What follows belongs to an exercise in optimizing a design on an open flow for small area and a short achievable clock period; a production flow would make more cautious choices. RTL that was checked went through simulation tests only; none was proved equivalent to the original. The RTL of run 5 was laid out without a check of its function. Power figures rest on the tool's default switching activity, not on a simulated workload.

$ cat flow/design.v
`timescale 1ns / 1ps
module Register(Clock, L, ld_lo, ld_hi, inc, dec, Q);
    input wire Clock;
    input wire [15:0] L;
    input wire ld_lo, ld_hi, inc, dec;
    output reg [15:0] Q;
    wire id = inc | dec;
    wire [16:0] c;
    wire [15:0] s;
    assign s[0] = Q[0] ^ id;
    assign c[1] = Q[0] & id;
    genvar i;
    generate
        for (i = 1; i < 16; i = i + 1) begin : g_fa
            wire ci = (i == 8) ? ((inc & (&Q[7:0])) | (dec & (|Q[7:0]))) : c[i];
            assign s[i]   = Q[i] ^ dec ^ ci;
            assign c[i+1] = (Q[i] & dec) | (Q[i] & ci) | (dec & ci);
        end
    endgenerate
    always @(posedge Clock) begin
        Q[7:0]  <= ld_lo ? L[7:0]  : s[7:0];
        Q[15:8] <= ld_hi ? L[15:8] : s[15:8];
    end
endmodule
`timescale 1ns / 1ps
module Dec3to8(sel, oh);
    input wire [2:0] sel;
    output wire [7:0] oh;
    assign oh = 8'd1 << sel;
endmodule
module RdMux8(oh, d0, d1, d2, d3, d4, d5, d6, d7, out);
    input wire [7:0] oh;
    input wire [15:0] d0, d1, d2, d3, d4, d5, d6, d7;
    output wire [15:0] out;
    assign out = ({16{oh[0]}} & d0) | ({16{oh[1]}} & d1) | ({16{oh[2]}} & d2) | ({16{oh[3]}} & d3) |
                 ({16{oh[4]}} & d4) | ({16{oh[5]}} & d5) | ({16{oh[6]}} & d6) | ({16{oh[7]}} & d7);
endmodule
module RegLoadDec(MuxSel, FunSel, slo, shi, s_hl, s_sx, ld_lo, ld_hi, inc, dec);
    input wire [1:0] MuxSel;
    input wire [2:0] FunSel;
    output wire [3:0] slo;    
    output wire [2:0] shi;    
    output wire s_hl, s_sx;   
    output wire ld_lo, ld_hi, inc, dec;
    wire [3:0] ms = 4'd1 << MuxSel;
    wire f_clr = (FunSel == 3'b011);
    wire f_ld  = (FunSel == 3'b010);
    assign slo = ms & {4{~f_clr}};
    assign shi = {ms[3], ms[1], ms[0]} & {3{f_ld}};
    assign s_hl = (FunSel == 3'b110);
    assign s_sx = (FunSel == 3'b111);
    assign inc   = (FunSel == 3'b001);
    assign dec   = (FunSel == 3'b000);
    assign ld_lo = (FunSel[2] | FunSel[1]) & ~s_hl;                
    assign ld_hi = (FunSel[2] | FunSel[1]) & (FunSel != 3'b101);   
endmodule
module RegLoadMux(ALUOut, OutC, MemOut, IROut, slo, shi, s_hl, s_sx, L);
    input wire [15:0] ALUOut, OutC, IROut;
    input wire [7:0] MemOut;
    input wire [3:0] slo;
    input wire [2:0] shi;
    input wire s_hl, s_sx;
    output wire [15:0] L;
    wire [7:0] J = ({8{slo[0]}} & ALUOut[7:0]) | ({8{slo[1]}} & OutC[7:0]) |
                   ({8{slo[2]}} & MemOut)      | ({8{slo[3]}} & IROut[7:0]);
    assign L[7:0]  = J;
    assign L[15:8] = ({8{shi[0]}} & ALUOut[15:8]) | ({8{shi[1]}} & OutC[15:8]) |
                     ({8{shi[2]}} & IROut[15:8]) | ({8{s_hl}} & J) | {8{s_sx & J[7]}};
endmodule
module RegLoadCtl(ALUOut, OutC, MemOut, IROut, MuxSel, FunSel, L, ld_lo, ld_hi, inc, dec);
    input wire [15:0] ALUOut, OutC, IROut;
    input wire [7:0] MemOut;
    input wire [1:0] MuxSel;
    input wire [2:0] FunSel;
    output wire [15:0] L;
    output wire ld_lo, ld_hi, inc, dec;
    wire [3:0] slo;
    wire [2:0] shi;
    wire s_hl, s_sx;
    RegLoadDec d(.MuxSel(MuxSel), .FunSel(FunSel), .slo(slo), .shi(shi), .s_hl(s_hl), .s_sx(s_sx),
                 .ld_lo(ld_lo), .ld_hi(ld_hi), .inc(inc), .dec(dec));
    RegLoadMux m(.ALUOut(ALUOut), .OutC(OutC), .MemOut(MemOut), .IROut(IROut),
                 .slo(slo), .shi(shi), .s_hl(s_hl), .s_sx(s_sx), .L(L));
endmodule
module RegisterFile(L, ld_lo, ld_hi, inc, dec, OutASel, OutBSel, RegSel, ScrSel, Clock, OutA, OutB);
    input wire [15:0] L;
    input wire ld_lo, ld_hi, inc, dec;
    input wire [2:0] OutASel, OutBSel;
    input wire [3:0] RegSel, ScrSel;
    input wire Clock;
    output wire [15:0] OutA, OutB;
    wire [7:0] en = ~{RegSel, ScrSel};
    wire [15:0] Q [0:7];
    genvar r;
    generate
        for (r = 0; r < 8; r = r + 1) begin : g_r
            Register R(.Clock(Clock), .L(L), .ld_lo(en[7-r] & ld_lo), .ld_hi(en[7-r] & ld_hi),
                       .inc(en[7-r] & inc), .dec(en[7-r] & dec), .Q(Q[r]));
        end
    endgenerate
    wire [7:0] ohA, ohB;
    Dec3to8 decA(.sel(OutASel), .oh(ohA));
    Dec3to8 decB(.sel(OutBSel), .oh(ohB));
    RdMux8 muxA(.oh(ohA), .d0(Q[0]), .d1(Q[1]), .d2(Q[2]), .d3(Q[3]), .d4(Q[4]), .d5(Q[5]), .d6(Q[6]), .d7(Q[7]), .out(OutA));
    RdMux8 muxB(.oh(ohB), .d0(Q[0]), .d1(Q[1]), .d2(Q[2]), .d3(Q[3]), .d4(Q[4]), .d5(Q[5]), .d6(Q[6]), .d7(Q[7]), .out(OutB));
endmodule
`timescale 1ns / 1ps
module RdMux3(oh, d0, d1, d2, out);
    input wire [2:0] oh;
    input wire [15:0] d0, d1, d2;
    output wire [15:0] out;
    assign out = ({16{oh[0]}} & d0) | ({16{oh[1]}} & d1) | ({16{oh[2]}} & d2);
endmodule
module AddressRegisterFile(L, ld_lo, ld_hi, inc, dec, OutCSel, OutDSel, RegSel, Clock, OutC, OutD);
    input wire [15:0] L;
    input wire ld_lo, ld_hi, inc, dec;
    input wire [1:0] OutCSel, OutDSel;
    input wire [2:0] RegSel;
    input wire Clock;
    output wire [15:0] OutC, OutD;
    wire [2:0] en = ~RegSel;  
    wire [15:0] QPC, QAR, QSP;
    Register PC(.Clock(Clock), .L(L), .ld_lo(en[2] & ld_lo), .ld_hi(en[2] & ld_hi),
                .inc(en[2] & inc), .dec(en[2] & dec), .Q(QPC));
    Register AR(.Clock(Clock), .L(L), .ld_lo(en[1] & ld_lo), .ld_hi(en[1] & ld_hi),
                .inc(en[1] & inc), .dec(en[1] & dec), .Q(QAR));
    Register SP(.Clock(Clock), .L(L), .ld_lo(en[0] & ld_lo), .ld_hi(en[0] & ld_hi),
                .inc(en[0] & inc), .dec(en[0] & dec), .Q(QSP));
    wire [2:0] ohC = {OutCSel == 2'b11, OutCSel == 2'b10, ~OutCSel[1]};
    wire [2:0] ohD = {OutDSel == 2'b11, OutDSel == 2'b10, ~OutDSel[1]};
    RdMux3 muxC(.oh(ohC), .d0(QPC), .d1(QAR), .d2(QSP), .out(OutC));
    RdMux3 muxD(.oh(ohD), .d0(QPC), .d1(QAR), .d2(QSP), .out(OutD));
endmodule
`timescale 1ns / 1ps
module InstructionRegister(I, Write, LH, Clock, IROut);
    input wire [7:0] I;
    input wire Write, LH, Clock;
    output reg [15:0] IROut;
    always @(posedge Clock) begin
        if (Write & ~LH) IROut[7:0]  <= I;
        if (Write &  LH) IROut[15:8] <= I;
    end
endmodule
`timescale 1ns / 1ps
module AluGT(A, B, sub, ng, nt);
    input wire [15:0] A, B;
    input wire sub;
    output wire [15:0] ng, nt;
    wire [15:0] Bx = B ^ {16{sub}};
    assign ng = ~(A & Bx);
    assign nt = ~(A | Bx);
endmodule
module KSLevel #(parameter D = 1, parameter INV = 1) (gi, pi, go, po);
    input wire [16:0] gi, pi;
    output wire [16:0] go, po;
    genvar i;
    generate
        for (i = 0; i < 17; i = i + 1) begin : g_bit
            if (i >= D) begin : g_node
                if (INV) begin : g_inv    
                    assign go[i] = ~(gi[i] & (pi[i] | gi[i-D]));
                    assign po[i] = ~(pi[i] | pi[i-D]);
                end else begin : g_true   
                    assign go[i] = ~(gi[i] | (pi[i] & gi[i-D]));
                    assign po[i] = ~(pi[i] & pi[i-D]);
                end
            end else begin : g_pass
                assign go[i] = ~gi[i];
                assign po[i] = ~pi[i];
            end
        end
    endgenerate
endmodule
module AluX(A, B, t, s_shl, s_shr, lsb, msb16, msb8, w, X);
    input wire [15:0] A, B;
    input wire [3:0] t;
    input wire s_shl, s_shr, lsb, msb16, msb8, w;
    output wire [15:0] X;
    wire [15:0] u = (B & {16{t[3]}}) | (~B & {16{t[2]}});    
    wire [15:0] v = (B & {16{t[1]}}) | (~B & {16{t[0]}});    
    wire [15:0] lg = (A & u) | (~A & v);
    wire [15:0] shl = {A[14:0], lsb};
    wire [15:0] shr = {msb16, A[15:9], w ? A[8] : msb8, A[7:1]};
    wire [15:0] m = {{8{w}}, 8'hff};
    assign X = m & (lg | ({16{s_shl}} & shl) | ({16{s_shr}} & shr));
endmodule
module AluDec(FunSel, C, A7, A0, A15, t, s_add, s_shl, s_shr, lsb, msb16, msb8, sub, ncin, k);
    input wire [4:0] FunSel;
    input wire C, A7, A0, A15;
    output reg [3:0] t;
    output wire s_add, s_shl, s_shr, lsb, msb16, msb8, sub, ncin;
    output wire [1:0] k;     
    wire w = FunSel[4];
    wire [3:0] op = FunSel[3:0];
    always @(*) begin
        case (op)
            4'd0:  t = 4'b1100;  
            4'd1:  t = 4'b1010;  
            4'd2:  t = 4'b0011;  
            4'd3:  t = 4'b0101;  
            4'd7:  t = 4'b1000;  
            4'd8:  t = 4'b1110;  
            4'd9:  t = 4'b0110;  
            4'd10: t = 4'b0111;  
            4'd4, 4'd5: t = 4'b0110;  
            4'd6:  t = 4'b1001;  
            default: t = 4'b0000;
        endcase
    end
    assign sub   = (op == 4'd6);
    assign s_add = (op == 4'd4) | (op == 4'd5) | sub;
    assign s_shl = (op == 4'd11) | (op == 4'd14);
    assign s_shr = (op == 4'd12) | (op == 4'd13) | (op == 4'd15);
    assign lsb   = (op == 4'd14) & (w ? C : A7);                  
    assign msb16 = (op == 4'd13) ? A15 : ((op == 4'd15) & C);     
    assign msb8  = (op == 4'd13) ? A7  : ((op == 4'd15) & A0);    
    assign ncin  = ~(sub | ((op == 4'd5) & C));
    assign k     = {s_add & w, s_add};
endmodule
module AluMuxC(c, X, k, sel, out);
    input wire [15:0] c, X;
    input wire [1:0] k;
    input wire sel;
    output wire [7:0] out;
    wire [7:0] Xs = sel ? X[15:8] : X[7:0];
    wire [7:0] cs = sel ? c[15:8] : c[7:0];
    wire ks = sel ? k[1] : k[0];
    assign out = Xs ^ (cs & {8{ks}});
endmodule
module AluSel(c, X, k, r);
    input wire [15:0] c, X;
    input wire [1:0] k;
    output wire [15:0] r;
    assign r = X ^ (c & {{8{k[1]}}, {8{k[0]}}});
endmodule
module AluFlags(A, B, FunSel, c8, c16, r, F, Fn);
    input wire [15:0] A, B, r;
    input wire [4:0] FunSel;
    input wire c8, c16;
    input wire [3:0] F;      
    output wire [3:0] Fn;
    wire w = FunSel[4];
    wire [3:0] op = FunSel[3:0];
    wire sub = (op == 4'd6);
    wire s_add = (op == 4'd4) | (op == 4'd5) | sub;
    wire s_shl = (op == 4'd11) | (op == 4'd14);
    wire s_shr = (op == 4'd12) | (op == 4'd13) | (op == 4'd15);
    wire cout = w ? c16 : c8;
    wire am = w ? A[15] : A[7];
    wire bm = (w ? B[15] : B[7]) ^ sub;
    wire rm = w ? r[15] : r[7];
    wire Zn = ~|r;
    wire Cn = s_add ? (cout ^ sub) : s_shl ? am : s_shr ? A[0] : F[2];
    wire Nn = (op == 4'd13) ? F[1] : rm;
    wire On = s_add ? ((am == bm) & (rm != am)) : F[0];
    assign Fn = {Zn, Cn, Nn, On};
endmodule
module ArithmeticLogicUnit(A, B, FunSel, WF, Clock, MuxCSel, ALUOut, FlagsOut, MuxCOut);
    input wire [15:0] A, B;
    input wire [4:0] FunSel;
    input wire WF, Clock, MuxCSel;
    output wire [15:0] ALUOut;
    output reg [3:0] FlagsOut;    
    output wire [7:0] MuxCOut;
    wire [3:0] t;
    wire s_add, s_shl, s_shr, lsb, msb16, msb8, sub, ncin;
    wire [1:0] k;
    AluDec dec(.FunSel(FunSel), .C(FlagsOut[2]), .A7(A[7]), .A0(A[0]), .A15(A[15]), .t(t),
               .s_add(s_add), .s_shl(s_shl), .s_shr(s_shr), .lsb(lsb), .msb16(msb16), .msb8(msb8),
               .sub(sub), .ncin(ncin), .k(k));
    wire [15:0] ng, nt;
    AluGT gt(.A(A), .B(B), .sub(sub), .ng(ng), .nt(nt));
    wire [16:0] g0, p0, g1, p1, g2, p2, g3, p3, g4, p4, c, p5;
    assign g0 = {ng, ncin};
    assign p0 = {nt, 1'b1};
    KSLevel #(.D(1),  .INV(1)) l0(.gi(g0), .pi(p0), .go(g1), .po(p1));
    KSLevel #(.D(2),  .INV(0)) l1(.gi(g1), .pi(p1), .go(g2), .po(p2));
    KSLevel #(.D(4),  .INV(1)) l2(.gi(g2), .pi(p2), .go(g3), .po(p3));
    KSLevel #(.D(8),  .INV(0)) l3(.gi(g3), .pi(p3), .go(g4), .po(p4));
    KSLevel #(.D(16), .INV(1)) l4(.gi(g4), .pi(p4), .go(c),  .po(p5));
    wire [15:0] X;
    AluX x(.A(A), .B(B), .t(t), .s_shl(s_shl), .s_shr(s_shr), .lsb(lsb),
           .msb16(msb16), .msb8(msb8), .w(FunSel[4]), .X(X));
    AluSel sel(.c(c[15:0]), .X(X), .k(k), .r(ALUOut));
    AluMuxC mc(.c(c[15:0]), .X(X), .k(k), .sel(MuxCSel), .out(MuxCOut));
    wire [3:0] Fn;
    AluFlags fl(.A(A), .B(B), .FunSel(FunSel), .c8(c[8]), .c16(c[16]), .r(ALUOut), .F(FlagsOut), .Fn(Fn));
    always @(posedge Clock)
        if (WF) FlagsOut <= Fn;
endmodule
`timescale 1ns / 1ps
module ArithmeticLogicUnitSystem(
    RF_OutASel, RF_OutBSel, RF_FunSel, RF_RegSel, RF_ScrSel,
    ALU_FunSel, ALU_WF,
    ARF_OutCSel, ARF_OutDSel, ARF_FunSel, ARF_RegSel,
    IR_LH, IR_Write,
    MemOut,
    MuxASel, MuxBSel, MuxCSel, Clock,
    OutA, OutB, ALUOut, Flags_out, OutC, Address, IROut, MuxCOut);
    input wire [2:0] RF_OutASel, RF_OutBSel, RF_FunSel;
    input wire [3:0] RF_RegSel, RF_ScrSel;
    output wire [15:0] OutA, OutB;
    input wire [4:0] ALU_FunSel;
    input wire ALU_WF;
    output wire [15:0] ALUOut;
    output wire [3:0] Flags_out;
    input wire [1:0] ARF_OutCSel, ARF_OutDSel;
    input wire [2:0] ARF_FunSel, ARF_RegSel;
    output wire [15:0] OutC;
    input wire IR_LH;
    input wire IR_Write;
    output wire [15:0] IROut;
    output wire [15:0] Address;
    input wire [7:0] MemOut;
    input wire [1:0] MuxASel;
    input wire [1:0] MuxBSel;
    input wire MuxCSel;
    output wire [7:0] MuxCOut;
    input wire Clock;
    ArithmeticLogicUnit ALU(.A(OutA), .B(OutB), .FunSel(ALU_FunSel), .WF(ALU_WF), .Clock(Clock),
                            .MuxCSel(MuxCSel), .ALUOut(ALUOut), .FlagsOut(Flags_out), .MuxCOut(MuxCOut));
    InstructionRegister IR(.I(MemOut), .Write(IR_Write), .LH(IR_LH), .Clock(Clock), .IROut(IROut));
    wire [15:0] LA;
    wire a_lo, a_hi, a_inc, a_dec;
    RegLoadCtl ctlA(.ALUOut(ALUOut), .OutC(OutC), .MemOut(MemOut), .IROut(IROut), .MuxSel(MuxASel),
                    .FunSel(RF_FunSel), .L(LA), .ld_lo(a_lo), .ld_hi(a_hi), .inc(a_inc), .dec(a_dec));
    RegisterFile RF(.L(LA), .ld_lo(a_lo), .ld_hi(a_hi), .inc(a_inc), .dec(a_dec),
                    .OutASel(RF_OutASel), .OutBSel(RF_OutBSel), .RegSel(RF_RegSel), .ScrSel(RF_ScrSel),
                    .Clock(Clock), .OutA(OutA), .OutB(OutB));
    wire [15:0] LB;
    wire b_lo, b_hi, b_inc, b_dec;
    RegLoadCtl ctlB(.ALUOut(ALUOut), .OutC(OutC), .MemOut(MemOut), .IROut(IROut), .MuxSel(MuxBSel),
                    .FunSel(ARF_FunSel), .L(LB), .ld_lo(b_lo), .ld_hi(b_hi), .inc(b_inc), .dec(b_dec));
    AddressRegisterFile ARF(.L(LB), .ld_lo(b_lo), .ld_hi(b_hi), .inc(b_inc), .dec(b_dec),
                            .OutCSel(ARF_OutCSel), .OutDSel(ARF_OutDSel), .RegSel(ARF_RegSel),
                            .Clock(Clock), .OutC(OutC), .OutD(Address));
endmodule
$ cat flow/flow/run.sh
#!/bin/bash
# Standard ORFS layout with buf_2 port buffers. Each stage's full tool
# output is in orfs/logs; the make output is kept in flow_make.log.
set -euo pipefail
bash standard.sh "BUFFER_PORTS_ARGS=-buffer_cell sky130_fd_sc_hd__buf_2" finish > flow_make.log 2>&1
$ cat flow/standard.sh
#!/bin/bash
# synth_recipe.tcl (not shown) runs the flow's synth.tcl, then flattens the netlist and writes it again
# the make line also repeats each setting of config.mk as NAME=value (left out here)
make -C /OpenROAD-flow-scripts/flow DESIGN_CONFIG=/design/flow/config.mk WORK_HOME=/design/flow/orfs CLKGATE_MAP_FILE= SYNTH_SCRIPT=/design/flow/synth_recipe.tcl "${@:-finish}"
$ cat flow/config.mk
export PLATFORM = sky130hd
export DESIGN_NAME = ArithmeticLogicUnitSystem
export DESIGN_NICKNAME = ArithmeticLogicUnitSystem
export VERILOG_FILES = /design/flow/design.v
export SDC_FILE = /design/flow/constraint.sdc
export NUM_CORES = 4
export LEC_CHECK = 0
export CAP_MARGIN = 20
export CORE_MARGIN = 2
export CORE_UTILIZATION = 40
export CTS_BUF_LIST = sky130_fd_sc_hd__clkbuf_4 sky130_fd_sc_hd__clkbuf_8 sky130_fd_sc_hd__clkbuf_16
export SETUP_SLACK_MARGIN = 3.0
export SLEW_MARGIN = 20
export SYNTH_HIERARCHICAL = 1
export TNS_END_PERCENT = 20
$ cat flow/constraint.sdc
create_clock -name core_clock -period 9.0 [get_ports {Clock}]
set_input_delay 1.8000 -clock core_clock [delete_from_list [all_inputs] [get_ports {Clock}]]
set_output_delay 1.8000 -clock core_clock [all_outputs]
set_load 0.01 [all_outputs]
==> results of run 1 <==
[final cells by class]
type,count,area [sq um]
antenna,2,5.00
clock buffer,19,447
clock inverter,13,116
fill,3816,21500
inverter,70,263
multi-input combinational,1223,11900
sequential,196,4120
tap,532,666
timing repair buffer,250,1630
[worst max-delay path: stages]
cell and delay, ns:
buf_12 0.12, and3_4 0.27, a22oi_1 0.30, nand4_1 0.35, xor2_2 0.30, nor2_4 0.22, o21ai_2 0.11, a21oi_2 0.13
o21ai_1 0.09, a21oi_1 0.16, inv_1 0.08, nand2_1 0.09, xor2_1 0.08, mux2i_1 0.22, buf_2 0.18
[metrics by stage]
step | total power (W) | instance area, sq um | hold WS (ns) | setup slack (ns)
2_1_floorplan | 0.00292 | 16400 | 0.631 | 3.20
3_3_place_gp | 0.00368 | 17200 | 0.561 | 1.59
3_5_place_dp | 0.00374 | 17200 | 0.569 | 1.78
4_1_cts | 0.00473 | 18800 | 0.589 | 2.82
5_1_grt | 0.00514 | 19100 | 0.626 | 2.62
6_report | 0.00484 | 19100 | 0.587 | 2.68
[timing repair]
item                       in CTS  in global routing
setup endpoints to repair      24                 31
cloned                          2                  1
pin swaps                      54                 24
hold buffers                    0                  0
resized for setup              91                 45
setup buffers                  77                  8
[sequential cells by signal, indices dropped and copies added (netlist names)]
name and cells:
ALU.FlagsOut 4, ARF.SP.Q 16, ARF.PC.Q 16, RF.g_r.R.Q 128, IR.IROut 16, ARF.AR.Q 16
[how the worst min path moves through the flow]
stage	startpoint	endpoint	slack [ns]	cells past startpoint
floorplan	ARF.AR.Q[15]	ARF.AR.Q[15]	0.63	3
global route	ALU.FlagsOut[1]	ALU.FlagsOut[1]	0.63	1
detailed placement	ALU.FlagsOut[1]	ALU.FlagsOut[1]	0.57	1
finish	ALU.FlagsOut[1]	ALU.FlagsOut[1]	0.59	1
global placement	ALU.FlagsOut[1]	ALU.FlagsOut[1]	0.56	1
CTS	ALU.FlagsOut[1]	ALU.FlagsOut[1]	0.59	1
[per-layer routing]
metal	vias to the layer above	track usage, %	part of all wire, %
met3	168	6.22	8.7
met2	768	44.2	45
li1	6159	-	-
met1	7091	37.4	41
met5	-	0	0
met4	0	11.4	4.9
[power breakdown]
part	switching [W]	internal [W]
sequential	0.000562	0.00121
combinational	0.00127	0.00103
clock	0.000395	0.000373
total	0.00223	0.00261
==> results.py, run 1 <==
metrics = {
    "outcome": {
        "status": "finished clean",
    },
    "synthesis": {
        "syn_nets": 1792,
        "synth_warnings": 11,
        "synthCells": 1584,
        "netlist_area_sq_um": 16400,
        "avgSynthCellArea_sq_um": 10.4,
    },
    "power_and_ir_drop": {
        "peakVddDrop_uv": 202,
        "cellLeakagePower_nw": 8.44,
        "p_per_area_nw_per_um2": 253,
    },
    "floorplanning": {
        "die_w_um": 207,
        "die_area_sq_um": 42700,
        "pin_count": 157,
        "placementRows": 74,
        "start_util_pct": 40.4,
        "core_area_sq_um": 40600,
        "dieHeight_um": 207,
    },
    "finish": {
        "syn_to_final_growth_pct": 16.5,
        "fin_util_pct": 47.1,
        "final_cell_mix": "dfxtp_1 (176), mux2_2 (158), buf_2 (152)",
        "layout-drive-gt1-share_pct": 36.4,
        "final_common_cell": "dfxtp_1",
        "layout.nets": 1966,
        "final_cells": 2305,
    },
    "global_routing": {
        "grt_use_total_pct": 28.1,
        "grt_max_degree": 19,
        "antenna_found_initial": 4,
        "grt_overflow_total": 0,
        "grt_pass1_wl_um": 88500,
        "grt_pass1_vias": 13853,
    },
    "sta": {
        "relSlewSlack_pct": 22.4,
        "rsz0062_at_grt": "true",
        "worstMarginPinSlew_ns": 1.16,
        "setup_viol": 0,
        "slew_viol_final": 0,
        "finalSetupTns_ns": 0,
        "max_freq_mhz": 158,
        "fin_crit_sh_pct": 70.2,
        "fin_crit_ns": 6.32,
        "finalHoldViolations": 0,
        "skew_ns": 0.0160,
    },
    "setup_path": {
        "cp_max_fo": 16,
        "startpoint": "RF_OutBSel[0]",
        "reg2reg_depth": 12,
        "worst_setup_path_start_kind": "input pin",
        "r2r_start": "RF.g_r[4].R.Q[2]",
        "cp-end-kind": "output port",
        "rrSetupSlack_ns": 4.63,
        "r2r_end": "RF.g_r[4].R.Q[15]",
        "critPathRequiredTime_ns": 7.20,
        "crit_arrival_ns": 4.52,
        "critPathKind": "in2out",
        "cp-endpoint": "MuxCOut[3]",
    },
    "routing": {
        "wirelength_um": 59400,
        "vias": 14186,
        "drc": 0,
        "routedWlPerCell_um": 25.8,
        "drt-vias-per-instance": 6.15,
        "first_pass_iters": 9,
        "drt_iter0_markers": 1638,
        "ant_nets": 0,
    },
    "clock_tree": {
        "clock_path_buffers": 2,
        "numClockSinks": 196,
        "clk_latency_ns": 0.48,
        "htreeDepth": 4,
        "cts_buffers": 17,
        "cts_root_buffer": "clkbuf_16",
        "cts_tree": "done",
        "cts.clk_slew.worst_paths_ns": 0.08,
    },
    "run": {
        "maxCapViolCount": 0,
    },
    "placed_design": {
        "io_buffer_count": 156,
        "dp_hpwl_um": 44800,
        "place_inst": 2183,
        "gp_routability_congestion": 1.00,
    },
    "hold_path": {
        "hold_path_class": "reg2reg",
    },
}
==> inputs of run 2 (changes only) <==
--- a/flow/design.v
+++ b/flow/design.v
@@ -30,10 +30,10 @@
 endmodule
 module RdMux8(oh, d0, d1, d2, d3, d4, d5, d6, d7, out);
     input wire [7:0] oh;
-    input wire [15:0] d0, d1, d2, d3, d4, d5, d6, d7;
-    output wire [15:0] out;
-    assign out = ({16{oh[0]}} & d0) | ({16{oh[1]}} & d1) | ({16{oh[2]}} & d2) | ({16{oh[3]}} & d3) |
-                 ({16{oh[4]}} & d4) | ({16{oh[5]}} & d5) | ({16{oh[6]}} & d6) | ({16{oh[7]}} & d7);
+    input wire [7:0] d0, d1, d2, d3, d4, d5, d6, d7;
+    output wire [7:0] out;
+    assign out = ({8{oh[0]}} & d0) | ({8{oh[1]}} & d1) | ({8{oh[2]}} & d2) | ({8{oh[3]}} & d3) |
+                 ({8{oh[4]}} & d4) | ({8{oh[5]}} & d5) | ({8{oh[6]}} & d6) | ({8{oh[7]}} & d7);
 endmodule
 module RegLoadDec(MuxSel, FunSel, slo, shi, s_hl, s_sx, ld_lo, ld_hi, inc, dec);
     input wire [1:0] MuxSel;
@@ -98,11 +98,19 @@
                        .inc(en[7-r] & inc), .dec(en[7-r] & dec), .Q(Q[r]));
         end
     endgenerate
-    wire [7:0] ohA, ohB;
-    Dec3to8 decA(.sel(OutASel), .oh(ohA));
-    Dec3to8 decB(.sel(OutBSel), .oh(ohB));
-    RdMux8 muxA(.oh(ohA), .d0(Q[0]), .d1(Q[1]), .d2(Q[2]), .d3(Q[3]), .d4(Q[4]), .d5(Q[5]), .d6(Q[6]), .d7(Q[7]), .out(OutA));
-    RdMux8 muxB(.oh(ohB), .d0(Q[0]), .d1(Q[1]), .d2(Q[2]), .d3(Q[3]), .d4(Q[4]), .d5(Q[5]), .d6(Q[6]), .d7(Q[7]), .out(OutB));
+    wire [7:0] ohAl, ohAh, ohBl, ohBh;
+    Dec3to8 decAl(.sel(OutASel), .oh(ohAl));
+    Dec3to8 decAh(.sel(OutASel), .oh(ohAh));
+    Dec3to8 decBl(.sel(OutBSel), .oh(ohBl));
+    Dec3to8 decBh(.sel(OutBSel), .oh(ohBh));
+    RdMux8 muxAl(.oh(ohAl), .d0(Q[0][7:0]), .d1(Q[1][7:0]), .d2(Q[2][7:0]), .d3(Q[3][7:0]),
+                 .d4(Q[4][7:0]), .d5(Q[5][7:0]), .d6(Q[6][7:0]), .d7(Q[7][7:0]), .out(OutA[7:0]));
+    RdMux8 muxAh(.oh(ohAh), .d0(Q[0][15:8]), .d1(Q[1][15:8]), .d2(Q[2][15:8]), .d3(Q[3][15:8]),
+                 .d4(Q[4][15:8]), .d5(Q[5][15:8]), .d6(Q[6][15:8]), .d7(Q[7][15:8]), .out(OutA[15:8]));
+    RdMux8 muxBl(.oh(ohBl), .d0(Q[0][7:0]), .d1(Q[1][7:0]), .d2(Q[2][7:0]), .d3(Q[3][7:0]),
+                 .d4(Q[4][7:0]), .d5(Q[5][7:0]), .d6(Q[6][7:0]), .d7(Q[7][7:0]), .out(OutB[7:0]));
+    RdMux8 muxBh(.oh(ohBh), .d0(Q[0][15:8]), .d1(Q[1][15:8]), .d2(Q[2][15:8]), .d3(Q[3][15:8]),
+                 .d4(Q[4][15:8]), .d5(Q[5][15:8]), .d6(Q[6][15:8]), .d7(Q[7][15:8]), .out(OutB[15:8]));
 endmodule
 `timescale 1ns / 1ps
 module RdMux3(oh, d0, d1, d2, out);
--- a/flow/config.mk
+++ b/flow/config.mk
@@ -12,4 +12,4 @@
 export SETUP_SLACK_MARGIN = 3.0
 export SLEW_MARGIN = 20
 export SYNTH_HIERARCHICAL = 1
-export TNS_END_PERCENT = 20
+export TNS_END_PERCENT = 0
==> run 2 against run 1 <==
Effect of this change:
- total power rose by 0.11%
- clock power is 3.8% higher
- non-clock buffer count down 3
- routed wire length down 3.3%
- global-route usage shrank 1.5 points
- area after synthesis up 0.53%
- critical endpoint is now MuxCOut[4]
- highest routed layer unchanged
==> results.py, run 2 <==
metrics = {
    "routing": {
        "vias": 14067,
        "first_pass_iters": 9,
        "ant_nets": 0,
        "drc": 0,
        "wirelength_um": 57500,
        "routedWlPerCell_um": 24.8,
        "drt-vias-per-instance": 6.08,
        "drt_iter0_markers": 1363,
    },
    "sta": {
        "rsz0062_at_grt": "true",
        "fin_crit_ns": 6.23,
        "worstMarginPinSlew_ns": 1.05,
        "slew_viol_final": 0,
        "skew_ns": 0.0169,
        "finalSetupTns_ns": 0,
        "max_freq_mhz": 161,
        "finalHoldViolations": 0,
        "fin_crit_sh_pct": 69.2,
        "relSlewSlack_pct": 30.0,
        "setup_viol": 0,
    },
    "finish": {
        "multi_input_comb_area_sq_um": 12000,
        "final_common_cell": "dfxtp_1",
        "largest_reg_flops": 128,
        "final.fill_count": 3881,
        "seq_area_sq_um": 4120,
        "top_register": "RF.g_r.R.Q",
        "syn_to_final_growth_pct": 16.7,
        "stdcell_area_sq_um": 19300,
        "final_cell_mix": "dfxtp_1 (176), mux2_2 (158), buf_2 (148)",
        "layout-drive-gt1-share_pct": 35.7,
        "layout.nets": 1977,
    },
    "power_and_ir_drop": {
        "p_sw_w": 0.00223,
        "p_seq_share_pct": 37.2,
        "p_sw_share_pct": 46.0,
        "peakVddDrop_uv": 132,
        "p_per_area_nw_per_um2": 252,
        "cellLeakagePower_nw": 8.53,
        "clock_power_share_pct": 16.4,
        "cellInternalPower_w": 0.00262,
        "p_comb_share_pct": 46.3,
    },
    "outcome": {
        "status": "finished clean",
    },
    "placed_design": {
        "dp_hpwl_um": 44900,
        "gp_routability_congestion": 0.972,
        "placed_area_sq_um": 17300,
        "io_buffer_count": 156,
    },
    "global_routing": {
        "grt_max_degree": 20,
        "grt_overflow_total": 0,
        "grt_pass1_vias": 13733,
        "antenna_found_initial": 0,
        "grt_pass1_wl_um": 87000,
        "grt_use_total_pct": 26.6,
    },
    "synthesis": {
        "synth_warnings": 11,
        "synthCells": 1600,
        "netlist_area_sq_um": 16500,
        "syn_nets": 1808,
        "avgSynthCellArea_sq_um": 10.3,
    },
    "clock_tree": {
        "numClockSinks": 196,
        "cts.clk_slew.worst_paths_ns": 0.08,
        "cts_root_buffer": "clkbuf_16",
        "cts_buffers": 17,
        "clk_latency_ns": 0.50,
        "htreeDepth": 4,
        "clock_path_buffers": 2,
        "cts_tree": "done",
    },
    "floorplanning": {
        "pin_count": 157,
        "die_w_um": 207,
        "core_area_sq_um": 40700,
        "placementRows": 74,
        "dieHeight_um": 207,
        "start_util_pct": 40.5,
        "die_area_sq_um": 42900,
    },
    "setup_path": {
        "max_stage_delay_ns": 0.53,
        "cp_top_family": "multiplexers",
        "cp_max_fo": 8,
        "rrSetupSlack_ns": 4.66,
        "slowest_stage": "mux4_1",
        "worstPathCellList": "clkbuf_16 -> nor3_4 -> buf_4 -> a22oi_1 -> nand4_1 -> buf_4 -> mux4_1 -> a221o_1 -> xor2_1 -> mux2i_1 -> buf_2",
        "cp-end-kind": "output port",
        "worst_setup_path_start_kind": "input pin",
        "critPathMostFrequentCell": "buf_4",
        "crit_arrival_ns": 4.43,
        "critPathRequiredTime_ns": 7.20,
        "crit_buf_inv": 4,
        "critPathKind": "in2out",
    },
    "hold_path": {
        "hold_path_class": "reg2reg",
    },
    "run": {
        "maxCapViolCount": 0,
    },
}
run 2: stage by stage:
step | util (%) | total power [W] | std cells | setup WS [ns] | hold slack, ns
6_report | 47.3 | 0.00485 | 2315 | 2.77 | 0.590
5_1_grt | 47.3 | 0.00515 | 2314 | 2.70 | 0.621
4_1_cts | 46.2 | 0.00474 | 2293 | 2.83 | 0.596
3_5_place_dp | 42.6 | 0.00375 | 2201 | 1.82 | 0.570
3_3_place_gp | 42.5 | 0.00368 | 2201 | 1.83 | 0.564
2_1_floorplan | - | 0.00293 | 1600 | 3.30 | 0.631
run 2: routing by layer:
| layer | up-vias | part of all wire, % | GRT usage [%] | wire length [um] |
|---|---|---|---|---|
| met3 | 101 | 8.1 | 6.59 | 4670 |
| met5 | - | 0 | 0 | 0 |
| li1 | 6208 | - | - | - |
| met4 | 0 | 2.8 | 8.89 | 1630 |
| met2 | 644 | 46 | 41.2 | 26400 |
| met1 | 7114 | 43 | 36.4 | 24700 |
run 2: final cells by class:
type / instances / area share, %
timing repair buffer: 247 / 8.43
clock inverter: 13 / 0.682
clock buffer: 19 / 2.32
inverter: 70 / 1.36
sequential: 196 / 21.4
tap: 532 / 3.46
multi-input combinational: 1237 / 62.3
antenna: 1 / 0.0130
run 2: final timing paths:
| check | from | end | depth (start not counted) |
|---|---|---|---|
| setup reg to reg | ARF.AR.Q[7] | ARF.AR.Q[15] | 12 |
| setup / recovery | RF_OutBSel[2] | MuxCOut[4] | 11 |
| hold reg to reg | ALU.FlagsOut[1] | ALU.FlagsOut[1] | 1 |
| hold / removal | ALU.FlagsOut[1] | ALU.FlagsOut[1] | 1 |
run 2: power by group through the flow:
stage	Clock, W	Combinational (W)	Sequential, W
global placement	0	0.00189	0.00180
detailed placement	0	0.00194	0.00181
CTS	0.000814	0.00213	0.00179
floorplan	0	0.00134	0.00159
finish	0.000797	0.00225	0.00180
global route	0.000841	0.00244	0.00187
run 2: repair_timing:
action,4_1_cts,5_1_grt
pin swaps,42,32
setup endpoints to repair,24,24
buffers inserted,60,18
hold buffers,0,0
cloned,0,3
gates resized for setup,85,51
==> inputs of run 3 (changes only) <==
--- a/flow/config.mk
+++ b/flow/config.mk
@@ -12,4 +12,4 @@
 export SETUP_SLACK_MARGIN = 3.0
 export SLEW_MARGIN = 20
 export SYNTH_HIERARCHICAL = 1
-export TNS_END_PERCENT = 0
+export TNS_END_PERCENT = 20
==> run 3 against run 2 <==
Effect of this change:
- non-clock buffer count rose by 8
- total power rose by 0.50%
- clock skew barely moved
- critical path type unchanged
- routed wire length rose by 0.46%
- core utilization rose by 0.23 points
- hold slack barely moved
- count of clock-buffer cells in the layout did not move
- register-to-register slack barely moved
- via count barely moved
- fmax rose by 0.42%
- sequential share of layout area fell by 0.10 points
- cell count rose by 0.30%
==> results.py, run 3 <==
metrics = {
    "outcome": {
        "status": "finished clean",
    },
    "routing": {
        "drt_iter0_markers": 1292,
        "drc": 0,
        "drt-vias-per-instance": 6.06,
        "first_pass_iters": 10,
        "wirelength_um": 57700,
        "ant_nets": 0,
        "vias": 14073,
        "routedWlPerCell_um": 24.9,
    },
    "sta": {
        "skew_ns": 0.0164,
        "worstMarginPinSlew_ns": 1.07,
        "rsz0062_at_grt": "true",
        "fin_crit_ns": 6.20,
        "slew_viol_final": 0,
        "max_freq_mhz": 161,
        "fin_crit_sh_pct": 68.9,
        "finalHoldViolations": 0,
        "finalSetupTns_ns": 0,
        "relSlewSlack_pct": 28.6,
        "setup_viol": 0,
        "final.setup.worst_slack_ns": 2.80,
    },
    "synthesis": {
        "synthCells": 1600,
        "netlist_area_sq_um": 16500,
        "avgSynthCellArea_sq_um": 10.3,
        "syn_nets": 1808,
        "synth_warnings": 11,
    },
    "power_and_ir_drop": {
        "cellLeakagePower_nw": 8.58,
        "peakVddDrop_uv": 132,
        "p_per_area_nw_per_um2": 252,
    },
    "floorplanning": {
        "dieHeight_um": 207,
        "die_w_um": 207,
        "core_area_sq_um": 40700,
        "placementRows": 74,
        "pin_count": 157,
        "die_area_sq_um": 42900,
        "start_util_pct": 40.5,
    },
    "finish": {
        "layout.nets": 1985,
        "final.fill_count": 3883,
        "top_register": "RF.g_r.R.Q",
        "final_cell_mix": "dfxtp_1 (176), mux2_2 (158), buf_2 (147)",
        "antennaDiodeCount": 0,
        "layout-drive-gt1-share_pct": 36.3,
        "syn_to_final_growth_pct": 17.3,
        "final_common_cell": "dfxtp_1",
        "largest_reg_flops": 128,
        "fin_util_pct": 47.5,
    },
    "setup_path": {
        "slowest_stage": "mux4_2",
        "max_stage_delay_ns": 0.45,
        "critPathKind": "in2out",
        "reg2reg_depth": 12,
        "worst_setup_path_start_kind": "input pin",
        "cp_max_fo": 16,
        "cp_top_family": "compound AO/OA/AOI/OAI gates",
        "worstPathCellList": "buf_2 -> nand2b_4 -> a21boi_0 -> o21bai_4 -> buf_4 -> mux4_2 -> o21a_1 -> xor2_1 -> mux2i_1 -> buf_2",
        "r2r_start": "ARF.AR.Q[7]",
        "r2r_end": "ARF.AR.Q[15]",
        "crit_arrival_ns": 4.40,
        "critPathRequiredTime_ns": 7.20,
        "crit_buf_inv": 3,
        "rrSetupSlack_ns": 4.66,
        "critPathMostFrequentCell": "buf_2",
        "cp-end-kind": "output port",
    },
    "hold_path": {
        "min_from": "ALU.FlagsOut[1]",
        "hold_path_class": "reg2reg",
        "min_path_cells": 1,
        "whs_endpoint": "ALU.FlagsOut[1]",
    },
    "clock_tree": {
        "clk_latency_ns": 0.50,
        "numClockSinks": 196,
        "cts_tree": "done",
        "clock_path_buffers": 2,
        "cts_buffers": 17,
        "htreeDepth": 4,
        "cts_root_buffer": "clkbuf_16",
        "cts.clk_slew.worst_paths_ns": 0.08,
    },
    "placed_design": {
        "gp_routability_congestion": 0.972,
        "io_buffer_count": 156,
        "dp_hpwl_um": 44900,
        "dp_worst_setup_slack_ns": 1.82,
    },
    "global_routing": {
        "grt_overflow_total": 0,
        "grt_pass1_vias": 13776,
        "grt_pass1_wl_um": 87100,
        "antenna_found_initial": 0,
        "grt_max_degree": 20,
        "grt_use_total_pct": 26.6,
    },
    "run": {
        "maxCapViolCount": 0,
    },
}
==> run 3: metal layers <==
layer  share of wire, %  GRT usage [%]  vias to the layer above
met2                 46           41.1                      637
met4                2.8           9.16                        0
met5                  0              0                        -
met3                8.1           6.61                       88
met1                 43           36.4                     7121
li1                   -              -                     6227
==> run 3: timing repair <==
action,in CTS,in global routing
hold buffers,0,0
pin swaps,45,39
endpoints found under the setup margin,24,24
gates resized for setup,87,56
setup buffers,63,23
gates cloned,0,3
==> run 3: area by class of cell <==
| cell class | instances | area (sq um) | share of cell area (%) |
|---|---|---|---|
| multi-input combinational | 1237 | 12000 | 62.1 |
| sequential | 196 | 4120 | 21.3 |
| clock inverter | 13 | 131 | 0.679 |
| timing repair buffer | 255 | 1700 | 8.78 |
| clock buffer | 19 | 447 | 2.31 |
| inverter | 70 | 263 | 1.36 |
| tap | 532 | 666 | 3.44 |
==> run 3: how the worst max path moves through the flow <==
stage                              from      endpoint  slack, ns  depth (start not counted)
final                     ALU_FunSel[3]    MuxCOut[5]       2.80                         10
after global routing      RF_OutBSel[2]    MuxCOut[0]       2.67                         15
after CTS                 RF_OutBSel[1]    MuxCOut[7]       2.83                         15
after detailed placement  RF_OutBSel[1]    ALUOut[14]       1.82                         14
after global placement    RF_OutBSel[2]     ALUOut[7]       1.83                         14
after floorplan           ARF_FunSel[0]  ARF.SP.Q[15]       3.30                         13
==> run 3: through the flow <==
| stage | instances | hold WS [ns] | instance area (sq um) | total power, W |
|---|---|---|---|---|
| after floorplan | 1600 | 0.631 | 16500 | 0.00293 |
| after global placement | 2201 | 0.564 | 17300 | 0.00368 |
| after detailed placement | 2201 | 0.570 | 17300 | 0.00375 |
| after CTS | 2296 | 0.596 | 18800 | 0.00474 |
| after global routing | 2322 | 0.621 | 19400 | 0.00517 |
| final | 2322 | 0.590 | 19400 | 0.00487 |
==> run 3: worst register-to-register path, cell delays in order (launching register included) <==
cell       delay [ns]
dfxtp_1          0.37
nor4_1           0.41
a2bb2oi_1        0.18
fa_1             0.43
fa_1             0.40
fa_1             0.41
fa_1             0.40
fa_1             0.42
fa_1             0.39
fa_1             0.38
xor2_1           0.18
xnor2_1          0.13
o21ai_0          0.08
==> run 3: where the power goes <==
part	switching, W	internal (W)	leakage (nW)	total, W
clock network	0.000417	0.000380	0.284	0.000797
logic	0.00123	0.00104	6.64	0.00227
registers	0.000590	0.00121	1.66	0.00180
total	0.00224	0.00263	8.58	0.00487
==> inputs of run 4 (changes only) <==
--- a/flow/config.mk
+++ b/flow/config.mk
@@ -9,6 +9,8 @@
 export CORE_MARGIN = 2
 export CORE_UTILIZATION = 40
 export CTS_BUF_LIST = sky130_fd_sc_hd__clkbuf_4 sky130_fd_sc_hd__clkbuf_8 sky130_fd_sc_hd__clkbuf_16
+export GPL_ROUTABILITY_DRIVEN = 0
+export PLACE_DENSITY = 0.7
 export SETUP_SLACK_MARGIN = 3.0
 export SLEW_MARGIN = 20
 export SYNTH_HIERARCHICAL = 1
==> run 4 against run 3 <==
Effect of this change:
- global-route usage fell by 0.44 points
- still clean on timing, DRC and antenna
- non-clock buffer count shrank 15
- total power up 1.7%
==> results.py, run 4 <==
metrics = {
    "routing": {
        "drc": 0,
        "ant_nets": 0,
        "vias": 14878,
        "drt_iter0_markers": 2274,
        "first_pass_iters": 11,
        "drt-vias-per-instance": 6.44,
        "routedWlPerCell_um": 25.3,
        "wirelength_um": 58400,
    },
    "clock_tree": {
        "cts.clk_slew.worst_paths_ns": 0.07,
        "htreeDepth": 4,
        "numClockSinks": 196,
        "cts_tree": "done",
        "cts_buffers": 17,
        "cts_hold_buffers": 0,
        "clock_path_buffers": 2,
        "cts_root_buffer": "clkbuf_16",
        "clk_latency_ns": 0.48,
    },
    "setup_path": {
        "cp-end-kind": "output port",
        "worst_setup_path_start_kind": "input pin",
        "critPathKind": "in2out",
        "cp_top_family": "simple AND/OR/NAND/NOR gates",
        "r2r_end": "RF.g_r[6].R.Q[15]",
        "crit_cells": 16,
        "cp_max_fo": 16,
        "crit_buf_inv": 4,
        "r2r_start": "RF.g_r[6].R.Q[6]",
        "rrSetupSlack_ns": 4.59,
        "critPathRequiredTime_ns": 7.20,
        "max_stage_delay_ns": 0.29,
        "startpoint": "RF_OutBSel[2]",
        "cp-endpoint": "MuxCOut[1]",
        "crit_arrival_ns": 4.50,
        "worstPathCellList": "buf_12 -> and3b_2 -> a22oi_1 -> nand4_1 -> buf_4 -> xor2_2 -> nor2_2 -> nor2_1 -> nand2_1 -> nor2_1 -> a21oi_1 -> inv_1 -> nand2_1 -> xor2_1 -> mux2i_1 -> buf_2",
        "reg2reg_depth": 12,
        "slowest_stage": "and3b_2",
    },
    "finish": {
        "final_cells": 2310,
        "largest_reg_flops": 128,
        "seq_area_sq_um": 4120,
        "layout.nets": 1971,
        "syn_to_final_growth_pct": 18.0,
        "fin_util_pct": 47.8,
        "final_common_cell": "dfxtp_1",
        "final.fill_count": 3630,
        "multi_input_comb_area_sq_um": 12200,
        "layout-drive-gt1-share_pct": 37.3,
        "final_cell_mix": "dfxtp_1 (176), mux2_2 (158), buf_2 (147)",
        "top_register": "RF.g_r.R.Q",
    },
    "sta": {
        "timing.hold.ws_ns": 0.610,
        "skew_ns": 0.0191,
        "slew_viol_final": 0,
        "rsz0062_at_grt": "true",
        "fin_crit_ns": 6.30,
        "finalHoldViolations": 0,
        "max_freq_mhz": 159,
        "fin_crit_sh_pct": 70.0,
        "setup_viol": 0,
        "worstMarginPinSlew_ns": 1.07,
        "relSlewSlack_pct": 28.1,
        "finalSetupTns_ns": 0,
    },
    "global_routing": {
        "grt_use_total_pct": 26.2,
        "grt_pass1_vias": 14237,
        "antenna_found_initial": 6,
        "grt_max_degree": 20,
        "grt_pass1_wl_um": 87000,
        "grt_overflow_total": 0,
    },
    "power_and_ir_drop": {
        "cellLeakagePower_nw": 8.55,
        "peakVddDrop_uv": 143,
        "p_per_area_nw_per_um2": 254,
    },
    "synthesis": {
        "synthCells": 1600,
        "netlist_area_sq_um": 16500,
        "synth_warnings": 11,
        "syn_nets": 1808,
        "avgSynthCellArea_sq_um": 10.3,
    },
    "floorplanning": {
        "die_area_sq_um": 42900,
        "placementRows": 74,
        "start_util_pct": 40.5,
        "die_w_um": 207,
        "pin_count": 157,
        "core_area_sq_um": 40700,
        "dieHeight_um": 207,
    },
    "hold_path": {
        "hold_path_class": "reg2reg",
    },
    "placed_design": {
        "place_inst": 2195,
        "dp_hpwl_um": 42700,
        "io_buffer_count": 156,
    },
    "run": {
        "maxCapViolCount": 0,
    },
    "outcome": {
        "status": "finished clean",
    },
}
==> run 4: timing repair <==
item                       CTS  global route
pin swaps                   48            28
buffers inserted            61            17
setup endpoints to repair   24            25
gates resized for setup    134            55
gates cloned                 2             1
==> run 4: final cells by class <==
type | count | area share (%)
diodes | 2 | 0.0257
clock buffers | 18 | 2.22
clock inverters | 14 | 0.713
inverters | 70 | 1.35
multi-input cells | 1238 | 62.8
flip-flops and latches | 196 | 21.2
well taps | 532 | 3.42
repair buffers | 240 | 8.31
==> run 4: where the power goes <==
| group | switching, W | total (W) | internal, W | leakage (nW) |
|---|---|---|---|---|
| sequential | 0.000571 | 0.00178 | 0.00121 | 1.66 |
| combinational | 0.00131 | 0.00238 | 0.00107 | 6.60 |
| clock | 0.000416 | 0.000788 | 0.000372 | 0.285 |
| total | 0.00230 | 0.00495 | 0.00265 | 8.55 |
==> run 4: worst min path at each step <==
stage,end,slack (ns),start,cells past startpoint
finish,ALU.FlagsOut[0],0.61,ALU.FlagsOut[0],1
global route,ALU.FlagsOut[0],0.65,ALU.FlagsOut[0],1
floorplan,ARF.AR.Q[15],0.63,ARF.AR.Q[15],3
detailed placement,ALU.FlagsOut[0],0.59,ALU.FlagsOut[0],1
CTS,ALU.FlagsOut[0],0.62,ALU.FlagsOut[0],1
global placement,ALU.FlagsOut[1],0.58,ALU.FlagsOut[1],1
==> run 4: routing by layer <==
metal	routed length [um]	global-route usage [%]	up-vias
met4	3680	13.5	0
met2	26200	40.8	1113
met1	21900	33.5	7258
met3	6600	6.78	306
li1	-	-	6201
met5	0	0	-
==> run 4: metrics by stage <==
stage	total power [W]	setup WS [ns]	area, sq um
6_report	0.00495	2.70	19500
5_1_grt	0.00522	2.60	19500
4_1_cts	0.00474	2.89	19100
3_5_place_dp	0.00371	1.76	17300
3_3_place_gp	0.00362	1.84	17300
2_1_floorplan	0.00293	3.30	16500
==> inputs of run 5 (changes only) <==
--- a/flow/design.v
+++ b/flow/design.v
@@ -179,27 +179,30 @@
         end
     endgenerate
 endmodule
-module AluX(A, B, t, s_shl, s_shr, lsb, msb16, msb8, w, X);
+module AluX(A, B, tl, th, shl_l, shl_h, shr_l, shr_h, lsb, msb16, msb8, w, X);
     input wire [15:0] A, B;
-    input wire [3:0] t;
-    input wire s_shl, s_shr, lsb, msb16, msb8, w;
+    input wire [3:0] tl, th;             
+    input wire shl_l, shl_h, shr_l, shr_h;
+    input wire lsb, msb16, msb8, w;
     output wire [15:0] X;
-    wire [15:0] u = (B & {16{t[3]}}) | (~B & {16{t[2]}});    
-    wire [15:0] v = (B & {16{t[1]}}) | (~B & {16{t[0]}});    
+    wire [15:0] t3 = {{8{th[3]}}, {8{tl[3]}}};
+    wire [15:0] t2 = {{8{th[2]}}, {8{tl[2]}}};
+    wire [15:0] t1 = {{8{th[1]}}, {8{tl[1]}}};
+    wire [15:0] t0 = {{8{th[0]}}, {8{tl[0]}}};
+    wire [15:0] u = (B & t3) | (~B & t2);    
+    wire [15:0] v = (B & t1) | (~B & t0);    
     wire [15:0] lg = (A & u) | (~A & v);
     wire [15:0] shl = {A[14:0], lsb};
     wire [15:0] shr = {msb16, A[15:9], w ? A[8] : msb8, A[7:1]};
     wire [15:0] m = {{8{w}}, 8'hff};
-    assign X = m & (lg | ({16{s_shl}} & shl) | ({16{s_shr}} & shr));
+    wire [15:0] s_shl = {{8{shl_h}}, {8{shl_l}}};
+    wire [15:0] s_shr = {{8{shr_h}}, {8{shr_l}}};
+    assign X = m & (lg | (s_shl & shl) | (s_shr & shr));
 endmodule
-module AluDec(FunSel, C, A7, A0, A15, t, s_add, s_shl, s_shr, lsb, msb16, msb8, sub, ncin, k);
-    input wire [4:0] FunSel;
-    input wire C, A7, A0, A15;
+module AluTDec(op, t, s_shl, s_shr);
+    input wire [3:0] op;
     output reg [3:0] t;
-    output wire s_add, s_shl, s_shr, lsb, msb16, msb8, sub, ncin;
-    output wire [1:0] k;     
-    wire w = FunSel[4];
-    wire [3:0] op = FunSel[3:0];
+    output wire s_shl, s_shr;
     always @(*) begin
         case (op)
             4'd0:  t = 4'b1100;  
@@ -215,10 +218,18 @@
             default: t = 4'b0000;
         endcase
     end
-    assign sub   = (op == 4'd6);
-    assign s_add = (op == 4'd4) | (op == 4'd5) | sub;
     assign s_shl = (op == 4'd11) | (op == 4'd14);
     assign s_shr = (op == 4'd12) | (op == 4'd13) | (op == 4'd15);
+endmodule
+module AluDec(FunSel, C, A7, A0, A15, s_add, lsb, msb16, msb8, sub, ncin, k);
+    input wire [4:0] FunSel;
+    input wire C, A7, A0, A15;
+    output wire s_add, lsb, msb16, msb8, sub, ncin;
+    output wire [1:0] k;     
+    wire w = FunSel[4];
+    wire [3:0] op = FunSel[3:0];
+    assign sub   = (op == 4'd6);
+    assign s_add = (op == 4'd4) | (op == 4'd5) | sub;
     assign lsb   = (op == 4'd14) & (w ? C : A7);                  
     assign msb16 = (op == 4'd13) ? A15 : ((op == 4'd15) & C);     
     assign msb8  = (op == 4'd13) ? A7  : ((op == 4'd15) & A0);    
@@ -270,12 +281,15 @@
     output wire [15:0] ALUOut;
     output reg [3:0] FlagsOut;    
     output wire [7:0] MuxCOut;
-    wire [3:0] t;
-    wire s_add, s_shl, s_shr, lsb, msb16, msb8, sub, ncin;
+    wire s_add, lsb, msb16, msb8, sub, ncin;
     wire [1:0] k;
-    AluDec dec(.FunSel(FunSel), .C(FlagsOut[2]), .A7(A[7]), .A0(A[0]), .A15(A[15]), .t(t),
-               .s_add(s_add), .s_shl(s_shl), .s_shr(s_shr), .lsb(lsb), .msb16(msb16), .msb8(msb8),
+    AluDec dec(.FunSel(FunSel), .C(FlagsOut[2]), .A7(A[7]), .A0(A[0]), .A15(A[15]),
+               .s_add(s_add), .lsb(lsb), .msb16(msb16), .msb8(msb8),
                .sub(sub), .ncin(ncin), .k(k));
+    wire [3:0] tl, th;
+    wire shl_l, shl_h, shr_l, shr_h;
+    AluTDec tdl(.op(FunSel[3:0]), .t(tl), .s_shl(shl_l), .s_shr(shr_l));
+    AluTDec tdh(.op(FunSel[3:0]), .t(th), .s_shl(shl_h), .s_shr(shr_h));
     wire [15:0] ng, nt;
     AluGT gt(.A(A), .B(B), .sub(sub), .ng(ng), .nt(nt));
     wire [16:0] g0, p0, g1, p1, g2, p2, g3, p3, g4, p4, c, p5;
@@ -287,7 +301,7 @@
     KSLevel #(.D(8),  .INV(0)) l3(.gi(g3), .pi(p3), .go(g4), .po(p4));
     KSLevel #(.D(16), .INV(1)) l4(.gi(g4), .pi(p4), .go(c),  .po(p5));
     wire [15:0] X;
-    AluX x(.A(A), .B(B), .t(t), .s_shl(s_shl), .s_shr(s_shr), .lsb(lsb),
+    AluX x(.A(A), .B(B), .tl(tl), .th(th), .shl_l(shl_l), .shl_h(shl_h), .shr_l(shr_l), .shr_h(shr_h), .lsb(lsb),
            .msb16(msb16), .msb8(msb8), .w(FunSel[4]), .X(X));
     AluSel sel(.c(c[15:0]), .X(X), .k(k), .r(ALUOut));
     AluMuxC mc(.c(c[15:0]), .X(X), .k(k), .sel(MuxCSel), .out(MuxCOut));
--- a/flow/config.mk
+++ b/flow/config.mk
@@ -9,8 +9,6 @@
 export CORE_MARGIN = 2
 export CORE_UTILIZATION = 40
 export CTS_BUF_LIST = sky130_fd_sc_hd__clkbuf_4 sky130_fd_sc_hd__clkbuf_8 sky130_fd_sc_hd__clkbuf_16
-export GPL_ROUTABILITY_DRIVEN = 0
-export PLACE_DENSITY = 0.7
 export SETUP_SLACK_MARGIN = 3.0
 export SLEW_MARGIN = 20
 export SYNTH_HIERARCHICAL = 1
==> run 5 against run 4 <==
Effect of this change:
- flip-flop and latch count stayed put
- die area is 0.56% higher
- clock power is 2% lower
- fmax is 1.7% higher
- via count is 3.6% lower
- still clean on timing, DRC and antenna
- largest cell class unchanged
- hold slack worse by 0.033 ns
- combinational power is 3% higher
==> results.py, run 5 <==
metrics = {
    "setup_path": {
        "r2r_end": "RF.g_r[1].R.Q[15]",
        "rrSetupSlack_ns": 4.67,
        "worst_setup_path_start_kind": "input pin",
        "critPathRequiredTime_ns": 7.20,
        "crit_arrival_ns": 4.40,
        "critPathKind": "in2out",
        "reg2reg_depth": 12,
        "r2r_start": "RF.g_r[1].R.Q[6]",
        "cp-end-kind": "output port",
        "cp_max_fo": 8,
    },
    "clock_tree": {
        "numClockSinks": 196,
        "cts_root_buffer": "clkbuf_16",
        "clock_path_buffers": 2,
        "cts_hold_buffers": 0,
        "htreeDepth": 4,
        "clk_latency_ns": 0.50,
        "cts_tree": "done",
        "cts_buffers": 17,
        "cts.clk_slew.worst_paths_ns": 0.07,
    },
    "global_routing": {
        "grt_max_degree": 28,
        "grt_busiest_layer": "met2",
        "grt_overflow_total": 0,
        "grt_pass1_wl_um": 87700,
        "antenna_found_initial": 1,
        "met2_usage_pct": 40.6,
        "grt_use_met3_pct": 6.54,
        "grt_pass1_vias": 14105,
        "grtUsageMet1_pct": 36.6,
        "grt_use_total_pct": 26.6,
    },
    "finish": {
        "top_register": "RF.g_r.R.Q",
        "final.fill_count": 3785,
        "final_cell_mix": "dfxtp_1 (176), mux2_2 (158), buf_2 (146)",
        "layout.nets": 2013,
        "syn_to_final_growth_pct": 19.7,
        "layout-drive-gt1-share_pct": 39.4,
        "antennaDiodeCount": 0,
        "largest_reg_flops": 128,
        "fin_util_pct": 48.5,
        "final_common_cell": "dfxtp_1",
    },
    "synthesis": {
        "avgSynthCellArea_sq_um": 10.3,
        "netlist_area_sq_um": 16600,
        "syn_nets": 1829,
        "synthCells": 1618,
        "synth_warnings": 11,
    },
    "routing": {
        "routedWlPerCell_um": 24.6,
        "vias": 14345,
        "wirelength_um": 57700,
        "first_pass_iters": 7,
        "drt-vias-per-instance": 6.11,
        "drc": 0,
        "ant_nets": 0,
        "drt_iter0_markers": 1476,
    },
    "power_and_ir_drop": {
        "peakVddDrop_uv": 163,
        "total_power_w": 0.00499,
        "p_per_area_nw_per_um2": 251,
        "cellLeakagePower_nw": 8.72,
    },
    "hold_path": {
        "min_from": "ALU.FlagsOut[1]",
        "min_path_cells": 1,
        "whs_endpoint": "ALU.FlagsOut[1]",
        "hold_path_class": "reg2reg",
    },
    "outcome": {
        "status": "finished clean",
    },
    "placed_design": {
        "dp_hpwl_um": 43500,
        "io_buffer_count": 156,
        "gp_routability_congestion": 0.962,
    },
    "sta": {
        "finalHoldViolations": 0,
        "max_freq_mhz": 161,
        "skew_ns": 0.0131,
        "fin_crit_ns": 6.20,
        "fin_crit_sh_pct": 68.9,
        "worstMarginPinSlew_ns": 1.14,
        "finalSetupTns_ns": 0,
        "rsz0062_at_grt": "true",
        "relSlewSlack_pct": 23.8,
        "slew_viol_final": 0,
        "setup_viol": 0,
    },
    "floorplanning": {
        "dieHeight_um": 208,
        "core_area_sq_um": 40900,
        "placementRows": 74,
        "die_area_sq_um": 43100,
        "pin_count": 157,
        "start_util_pct": 40.6,
        "die_w_um": 208,
    },
    "run": {
        "maxCapViolCount": 0,
    },
}
==> run 5: per-stage QoR <==
stage	cell area [sq um]	hold WS (ns)	cells	setup WS [ns]
floorplan	16600	0.631	1618	3.25
global placement	17400	0.566	2216	1.90
detailed placement	17400	0.565	2216	1.95
CTS	19400	0.582	2332	2.92
global route	19900	0.592	2347	2.72
finish	19900	0.577	2347	2.80
==> run 5: layer usage <==
metal	vias up	wire length, um	share of wire (%)
met5	-	0	0
met4	0	1880	3.3
met3	103	5600	9.7
met2	742	26000	45
met1	7183	24200	42
li1	6317	-	-
==> run 5: critical path: stages <==
cell	delay (ns)
buf_16	0.12
nor3b_4	0.14
buf_4	0.16
a22oi_2	0.16
nand4_1	0.35
buf_4	0.27
buf_4	0.15
mux4_2	0.42
o21a_1	0.29
xor2_1	0.19
mux2i_1	0.16
buf_2	0.16
==> run 5: where the power goes <==
part           leakage, nW  switching (W)  internal (W)  total (W)
sequential            1.66       0.000549       0.00122    0.00176
combinational         6.79        0.00134       0.00112    0.00245
clock                0.277       0.000408      0.000366   0.000774
==> run 5: area by class of cell <==
class	instances	area, sq um	area share [%]
repair buffers	260	1760	8.87
well taps	532	666	3.35
multi-input cells	1251	12500	62.7
inverters	76	285	1.44
clock inverters	15	141	0.712
flip-flops and latches	196	4120	20.8
clock buffers	17	425	2.14
==> run 5: what timing repair did <==
| item | in CTS | in global routing |
|---|---|---|
| endpoints found under the setup margin | 24 | 25 |
| setup buffers | 81 | 14 |
| gates cloned | 3 | 0 |
| hold endpoints to repair | 0 | 0 |
| resized for setup | 141 | 78 |
| pin swaps | 81 | 32 |
==> run 5: worst max-delay path by stage <==
stage / startpoint / to / slack (ns)
after floorplan: RF_OutASel[2] / ALUOut[7] / 3.25
after global placement: RF_OutBSel[1] / ALUOut[7] / 1.90
after detailed placement: RF_OutBSel[2] / ALUOut[7] / 1.95
after CTS: RF_OutBSel[1] / MuxCOut[6] / 2.92
after global routing: RF_OutBSel[1] / MuxCOut[7] / 2.72
final: RF_OutBSel[0] / MuxCOut[2] / 2.80

## port drivers added, routing unchanged
No port has a modelled driver above. Below, the same layouts with a new extraction and two added sets of constraints. Step 1 sets driving cells, clkbuf_16 on the clock port and buf_2 on the other inputs (assumed; they add their load-dependent delay and slew). Step 2, shift: input delay + t, output delay - t, t = (earliest + latest rising clock arrival at the registers) / 2. This alone moves slack from input paths to output paths. a / b / c = no drivers / after step 1 / after step 2; a / b = the first two.
run	shift t [ns]	setup slack, ns	worst setup path after step 2	cell pins on the clock port's net
run 1	0.527	2.683 / 2.614 / 2.585	input to register	1
run 2	0.554	2.774 / 2.646 / 2.646	input to output	1
run 3	0.553	2.800 / 2.664 / 2.664	input to output	1
run 4	0.526	2.697 / 2.538 / 2.476	input to register	1
run 5	0.548	2.802 / 2.621 / 2.561	input to register	1
After both steps setup and hold are still met in every run listed. For run 5, which loses most, drivers alone change the setup slack by -0.181 ns; drivers and shift together by -0.241 ns.
